This design comes from an exercise in tuning for small area on the open sky130 flow, not from production work.
Where RTL was checked, it was by simulation tests only, not by an equivalence proof against the original.

==> inputs of wip/maple <==
==> flow/design.v <==
`default_nettype none
module debouncer(
    input  wire i_clk,
    input  wire i_rst,
    input  wire i_in,
    output wire o_rise
);
    localparam [7:0] POL = 8'b0100_1010;
    reg  [7:0] s;
    wire [7:0] v = s ^ POL;
    wire       q_in      = v[7];
    wire       r_in      = v[6];
    wire       r_last    = v[5];
    wire       different = v[4];
    wire [2:0] timer     = v[3:1];
    wire       o_deb     = v[0];
    wire ztimer = (timer == 3'b000);
    wire first  = (timer == 3'b001);
    wire fb     = ztimer ? different
                : ((~timer[2] & timer[0]) | (timer[2] & timer[1] & ~timer[0]));
    wire [7:0] nv = {i_in,                                   
                     q_in,                                   
                     r_in,                                   
                     (different & ~ztimer) | (r_in ^ o_deb), 
                     timer[1:0], fb,                         
                     ztimer ? r_last : o_deb};               
    always @(posedge i_clk)
        if (i_rst)
            s <= POL;         
        else
            s <= nv ^ POL;
    assign o_rise = o_deb & first & ~(different ^ r_last);
endmodule
`default_nettype wire
`default_nettype wire
module Clock_Generator (
    input  clk,
    input  rst,
    input  btnU,
    input  btnC,
    input  btnD,
    output reg tick,
    output reg reset
);
    wire eU, eC, eD;
    debouncer dU (.i_clk(clk), .i_rst(rst), .i_in(btnU), .o_rise(eU));
    debouncer dC (.i_clk(clk), .i_rst(rst), .i_in(btnC), .o_rise(eC));
    debouncer dD (.i_clk(clk), .i_rst(rst), .i_in(btnD), .o_rise(eD));
    reg pause;
    reg [1:0] i;
    reg [2:0] counter;
    reg slow_clk;
    wire pause_n = pause ^ eC;
    reg  ge;
    always @(*) begin
        case (i)
            2'd0: ge = (counter == 3'd7);
            2'd1: ge = (counter >= 3'd3);
            2'd2: ge = (counter != 3'd0);
            default: ge = 1'b1;
        endcase
    end
    wire toggle = ~pause_n & ge;
    always @(posedge clk) begin
        if (rst) begin
            pause <= 1'b0;
            i <= 2'd0;
            counter <= 3'd0;
            slow_clk <= 1'b0;
            tick <= 1'b0;
            reset <= 1'b0;
        end else begin
            pause <= pause_n;
            if (eD)
                i <= 2'd0;
            else if (~pause_n & eU)
                i <= i + 2'd1;
            if (eD | toggle)
                counter <= 3'd0;
            else if (~pause_n)
                counter <= counter + 3'd1;
            if (toggle)
                slow_clk <= ~slow_clk;
            tick <= toggle & ~slow_clk;
            reset <= eD;
        end
    end
endmodule
module Counter(
    input clk,
    input rst,
    input tick,
    input reset,
    output [31:0] data
);
    reg [3:0] a0, a1, b2, b4, b6, b7;
    reg [2:0] b3, b5;
    function [3:0] inc10(input [3:0] d, input c);
        inc10 = d ^ {c & ((d[3] & d[0]) | (d[2] & d[1] & d[0])),
                     c & d[1] & d[0],
                     c & d[0] & ~d[3],
                     c};
    endfunction
    function [2:0] inc6(input [2:0] d, input c);
        inc6 = d ^ {c & d[0] & (d[2] | d[1]),
                    c & d[0] & ~d[2],
                    c};
    endfunction
    wire c0 = tick;
    wire c1 = c0 & a0[3] & a0[0];
    wire c2 = c1 & a1[3] & a1[0];
    wire c3 = c2 & b2[3] & b2[0];
    wire c4 = c3 & b3[2] & b3[0];
    wire c5 = c4 & b4[3] & b4[0];
    wire c6 = c5 & b5[2] & b5[0];
    wire c7 = c6 & b6[3] & b6[0];
    always @(posedge clk) begin
        if (rst | reset) begin
            a0 <= 4'd0; a1 <= 4'd0; b2 <= 4'd0; b3 <= 3'd0;
            b4 <= 4'd0; b5 <= 3'd0; b6 <= 4'd0; b7 <= 4'd0;
        end else begin
            a0 <= inc10(a0, c0);
            a1 <= inc10(a1, c1);
            b2 <= inc10(b2, c2);
            b3 <= inc6(b3, c3);
            b4 <= inc10(b4, c4);
            b5 <= inc6(b5, c5);
            b6 <= inc10(b6, c6);
            b7 <= inc10(b7, c7);
        end
    end
    assign data = {b7, b6, 1'b0, b5, b4, 1'b0, b3, b2, a1, a0};
endmodule
`default_nettype wire
module Seven_Seg(
    input clk,
    input rst,
    input [31:0] data,
    output [7:0] anode,
    output dp,
    output reg [6:0] cathode
);
    reg [6:0] lfsr;
    reg       step;    
    reg [2:0] idx;     
    reg       valid;   
    wire wrap = lfsr[6] & (lfsr[3:0] == 4'd0);    
    always @(posedge clk) begin
        if (rst) begin
            lfsr <= 7'd0;
            step <= 1'b0;
            idx <= 3'd7;
            valid <= 1'b0;
        end else begin
            lfsr <= wrap ? 7'd0 : {lfsr[5:0], ~(lfsr[6] ^ lfsr[3])};
            step <= wrap;
            if (step) begin
                idx <= idx + 3'd1;
                valid <= 1'b1;
            end
        end
    end
    wire [7:0] sel = valid ? (8'd1 << idx) : 8'd0;
    assign anode = ~sel;
    assign dp = ~(sel[2] | sel[4] | sel[6]);
    wire [3:0] d = ({4{sel[0]}} & data[3:0])   | ({4{sel[1]}} & data[7:4])
                 | ({4{sel[2]}} & data[11:8])  | ({4{sel[3]}} & data[15:12])
                 | ({4{sel[4]}} & data[19:16]) | ({4{sel[5]}} & data[23:20])
                 | ({4{sel[6]}} & data[27:24]) | ({4{sel[7]}} & data[31:28]);
    always @(*) begin
        case (d)
            4'h0: cathode = 7'b1000000;
            4'h1: cathode = 7'b1111001;
            4'h2: cathode = 7'b0100100;
            4'h3: cathode = 7'b0110000;
            4'h4: cathode = 7'b0011001;
            4'h5: cathode = 7'b0010010;
            4'h6: cathode = 7'b0000010;
            4'h7: cathode = 7'b1111000;
            4'h8: cathode = 7'b0000000;
            4'h9: cathode = 7'b0010000;
            4'hA: cathode = 7'b0100100;
            4'hB: cathode = 7'b0110000;
            4'hC: cathode = 7'b0011001;
            4'hD: cathode = 7'b0010010;
            4'hE: cathode = 7'b0000010;
            default: cathode = 7'b1111000;
        endcase
    end
endmodule
`default_nettype wire
`timescale 1ns / 1ps
module Top(
    input clk,
    input rst,
    input btnU,
    input btnC,
    input btnD,
    output dp,
    output [7:0] SevenSegAn,
    output [6:0] SevenSegCat
);
    wire tick, reset;
    Clock_Generator Clock_Generator_inst(.clk(clk), .rst(rst), .btnU(btnU), .btnC(btnC), .btnD(btnD), .tick(tick), .reset(reset));
    wire [31:0] data;
    Counter Counter_inst(.clk(clk), .rst(rst), .tick(tick), .reset(reset), .data(data));
    Seven_Seg Seven_Seg_inst(.clk(clk), .rst(rst), .data(data), .anode(SevenSegAn), .dp(dp), .cathode(SevenSegCat));
endmodule
==> flow/flow/run.sh <==
#!/bin/bash
# Own layout flow: the standard synthesis, then an area re-mapping of its
# combinational logic (registers untouched: same instances, names and cell
# types), then the standard layout steps with small port buffers and a clock
# tree without dummy loads. Each tool writes its own log in this folder.
set -euo pipefail
W=$(pwd)
F=$W/flow
R=$W/orfs/results/$FLOW_PLATFORM/Top/base
YOSYS=${YOSYS_EXE:-$(command -v yosys || echo /OpenROAD-flow-scripts/tools/install/yosys/bin/yosys)}
LIB=$FLOW_HOME/platforms/sky130hd/lib/sky130_fd_sc_hd__tt_025C_1v80.lib

bash standard.sh synth > $W/standard_synth.log 2>&1
cp $R/1_2_yosys.v $W/standard_synth_netlist.v

# Several re-mappings with different seeds; keep the smallest.
pids=()
for s in $(cat $F/seeds.txt); do
  sed "s/@SEED@/$s/" $F/abc.script > $W/abc_$s.script
  REMAP_LIB=$LIB REMAP_IN=$W/standard_synth_netlist.v REMAP_OUT=$W/remapped_$s.v \
  REMAP_ABC=$W/abc_$s.script $YOSYS -c $F/remap.tcl > $W/remap_$s.log 2>&1 &
  pids+=($!)
  if (( ${#pids[@]} >= 4 )); then
    for p in "${pids[@]}"; do wait $p || true; done
    pids=()
  fi
done
for p in "${pids[@]+"${pids[@]}"}"; do wait $p || true; done
nff=$(grep -cE 'sky130_fd_sc_hd__[a-z]*df[a-z0-9_]* ' $W/standard_synth_netlist.v)
best=""; bestA=""
for s in $(cat $F/seeds.txt); do
  [[ -f $W/remapped_$s.v ]] || continue
  grep -q "ERROR" $W/remap_$s.log && continue
  [[ $(grep -cE 'sky130_fd_sc_hd__[a-z]*df[a-z0-9_]* ' $W/remapped_$s.v) == $nff ]] || continue
  a=$(grep "Chip area for module" $W/remap_$s.log | tail -1 | awk '{print $NF}')
  # a mapping that lost its logic is not a candidate
  awk -v a=$a -v n=$nff 'BEGIN{exit !(a > n*20.02*1.3)}' || continue
  if [[ -z $best ]] || awk -v a=$a -v b=$bestA 'BEGIN{exit !(a < b)}'; then best=$s; bestA=$a; fi
done
echo "remap: seed $best area $bestA" > $W/remap_choice.log
if [[ -n $best ]]; then
  cp $W/remapped_$best.v $R/1_2_yosys.v
  rm -f $R/1_synth.odb
fi

export BUFFER_PORTS_ARGS="-buffer_cell sky130_fd_sc_hd__buf_1"
export CTS_ARGS="$(cat $F/cts_args.txt)"
bash standard.sh > $W/standard_layout.log 2>&1
==> flow/flow/abc.script <==
strash
&get -n
&deepsyn -T 15 -S @SEED@
&put
dch -f
&get -n
&nf -a -R 1000
&put
topo
==> flow/flow/cts_args.txt <==
-sink_clustering_enable -repair_clock_nets -dont_use_dummy_load -buf_list sky130_fd_sc_hd__clkbuf_4 -root_buf sky130_fd_sc_hd__clkbuf_4 -tree_buf sky130_fd_sc_hd__clkbuf_4 -sink_clustering_size 10 -sink_clustering_max_diameter 40
==> flow/flow/remap.tcl <==
# Re-map the combinational logic of the standard synthesis netlist for area.
# The flip-flops stay as they are: same instances, names and cell types.
set lib $::env(REMAP_LIB)
yosys read_liberty -ignore_miss_func $lib
yosys blackbox sky130_fd_sc_hd__*df* sky130_fd_sc_hd__*dl*
yosys read_verilog $::env(REMAP_IN)
yosys hierarchy -top $::env(FLOW_TOP)
yosys flatten
yosys opt_clean -purge
yosys abc -liberty $lib -dont_use *lpflow* -dont_use *probe* -script $::env(REMAP_ABC)
yosys opt_clean -purge
yosys hilomap -singleton -hicell sky130_fd_sc_hd__conb_1 HI -locell sky130_fd_sc_hd__conb_1 LO
yosys splitnets
yosys opt_clean -purge
yosys stat -liberty $lib
yosys write_verilog -noattr -nohex -nodec $::env(REMAP_OUT)
==> flow/flow/seeds.txt <==
1 2 3 4 5 6 7 8 9 10 11 12 13 14 15 16
==> flow/standard.sh <==
#!/bin/bash
# synth_recipe.tcl (not shown) runs the flow's synth.tcl, then flattens the netlist and writes it again
# the make line also repeats each setting of config.mk as NAME=value (left out here)
make -C /OpenROAD-flow-scripts/flow DESIGN_CONFIG=/design/flow/config.mk WORK_HOME=/design/flow/orfs CLKGATE_MAP_FILE= SYNTH_SCRIPT=/design/flow/synth_recipe.tcl "${@:-finish}"
==> flow/config.mk <==
export PLATFORM = sky130hd
export DESIGN_NAME = Top
export DESIGN_NICKNAME = Top
export VERILOG_FILES = /design/flow/design.v
export SDC_FILE = /design/flow/constraint.sdc
export NUM_CORES = 4
export LEC_CHECK = 0
export CAP_MARGIN = 20
export CORE_MARGIN = 2
export CORE_UTILIZATION = 40
export SLEW_MARGIN = 20
==> flow/constraint.sdc <==
create_clock -name core_clock -period 10.0 [get_ports {clk}]
set_input_delay 2.0000 -clock core_clock [delete_from_list [all_inputs] [get_ports {clk}]]
set_output_delay 2.0000 -clock core_clock [all_outputs]
set_load 0.01 [all_outputs]
==> inputs of wip/xenon, as changes to wip/maple <==
--- a/flow/design.v
+++ b/flow/design.v
@@ -6,28 +6,27 @@
     output wire o_rise
 );
-    localparam [7:0] POL = 8'b0100_1010;
-    reg  [7:0] s;
-    wire [7:0] v = s ^ POL;
-    wire       q_in      = v[7];
-    wire       r_in      = v[6];
-    wire       r_last    = v[5];
-    wire       different = v[4];
-    wire [2:0] timer     = v[3:1];
-    wire       o_deb     = v[0];
+    reg q_in, r_in, r_last, different, o_deb;
+    reg [2:0] timer;
     wire ztimer = (timer == 3'b000);
     wire first  = (timer == 3'b001);
     wire fb     = ztimer ? different
                 : ((~timer[2] & timer[0]) | (timer[2] & timer[1] & ~timer[0]));
-    wire [7:0] nv = {i_in,                                   
-                     q_in,                                   
-                     r_in,                                   
-                     (different & ~ztimer) | (r_in ^ o_deb), 
-                     timer[1:0], fb,                         
-                     ztimer ? r_last : o_deb};               
     always @(posedge i_clk)
-        if (i_rst)
-            s <= POL;         
-        else
-            s <= nv ^ POL;
+        if (i_rst) begin
+            q_in <= 1'b0;
+            r_in <= 1'b0;
+            r_last <= 1'b0;
+            different <= 1'b0;
+            o_deb <= 1'b0;
+            timer <= 3'b000;
+        end else begin
+            q_in <= i_in;
+            r_in <= q_in;
+            r_last <= r_in;
+            timer <= {timer[1:0], fb};
+            different <= (different & ~ztimer) | (r_in ^ o_deb);
+            if (ztimer)
+                o_deb <= r_last;
+        end
     assign o_rise = o_deb & first & ~(different ^ r_last);
 endmodule
@@ -150,5 +149,4 @@
             lfsr <= 7'd0;
             step <= 1'b0;
-            idx <= 3'd7;
             valid <= 1'b0;
         end else begin
@@ -156,5 +154,5 @@
             step <= wrap;
             if (step) begin
-                idx <= idx + 3'd1;
+                idx <= valid ? idx + 3'd1 : 3'd0;
                 valid <= 1'b1;
             end
--- a/flow/flow/run.sh
+++ b/flow/flow/run.sh
@@ -27,10 +27,10 @@
 done
 for p in "${pids[@]+"${pids[@]}"}"; do wait $p || true; done
-nff=$(grep -cE 'sky130_fd_sc_hd__[a-z]*df[a-z0-9_]* ' $W/standard_synth_netlist.v)
+nff=$(grep -c 'sky130_fd_sc_hd__dfxtp_1 ' $W/standard_synth_netlist.v)
 best=""; bestA=""
 for s in $(cat $F/seeds.txt); do
   [[ -f $W/remapped_$s.v ]] || continue
   grep -q "ERROR" $W/remap_$s.log && continue
-  [[ $(grep -cE 'sky130_fd_sc_hd__[a-z]*df[a-z0-9_]* ' $W/remapped_$s.v) == $nff ]] || continue
+  [[ $(grep -c 'sky130_fd_sc_hd__dfxtp_1 ' $W/remapped_$s.v) == $nff ]] || continue
   a=$(grep "Chip area for module" $W/remap_$s.log | tail -1 | awk '{print $NF}')
   # a mapping that lost its logic is not a candidate
--- a/flow/flow/remap.tcl
+++ b/flow/flow/remap.tcl
@@ -3,5 +3,5 @@
 set lib $::env(REMAP_LIB)
 yosys read_liberty -ignore_miss_func $lib
-yosys blackbox sky130_fd_sc_hd__*df* sky130_fd_sc_hd__*dl*
+yosys blackbox sky130_fd_sc_hd__dfxtp_1
 yosys read_verilog $::env(REMAP_IN)
 yosys hierarchy -top $::env(FLOW_TOP)
==> flow/flow/seeds.txt (replaced) <==
1 2 3 4 5 6 7 8 9 10 11 12
- CORE_UTILIZATION: 40 -> 70
- PLACE_DENSITY: not set -> 0.8
==> flow_summary.yaml <==
timing:
  setup_violations: 0
  fin_hold_ws_ps: 391
  rsz0062_at_grt: "no"
outcome:
  status: "complete, no violations"
worst_setup_path:
  crit_fanout: 10
-- figures above: wip/maple

==> flow_summary.yaml <==
outcome:
  stop_error: "[ERROR STA-0171] /design/flow/orfs/results/sky130hd/Top/base/1_2_yosys.v line 269, syntax error"
  lastStage: "netlist read-in after synthesis"
  status: "stopped before the end"
yosys:
  yosys_warnings: 4
-- figures above: wip/xenon

Only the layout flow was run in wip/xenon; the RTL was not checked for function there.

==> separate check: timing with driven ports <==
How much do the figures lean on ideal ports? The routed layout below was timed once more, with nothing changed but the port constraints.
Step 1, drivers: a clkbuf_16 drives clk and a buf_2 each remaining input, both assumed.
Step 2 also shifts input and output timing later by t, the mid clock arrival at the registers, as if the neighbouring blocks saw the same clock.
Three values: ideal, step 1, step 2; two values: the first two.
run: wip/maple
shift t [ns]: 0.415
setup WS [ns]: 5.214 / 5.187 / 5.602
hold WS [ns]: 0.391 / 0.391 / 0.391
After both steps wip/maple still meets setup and hold. The setup slack of wip/maple moves by -0.027 ns with the drivers and by +0.388 ns with both steps.
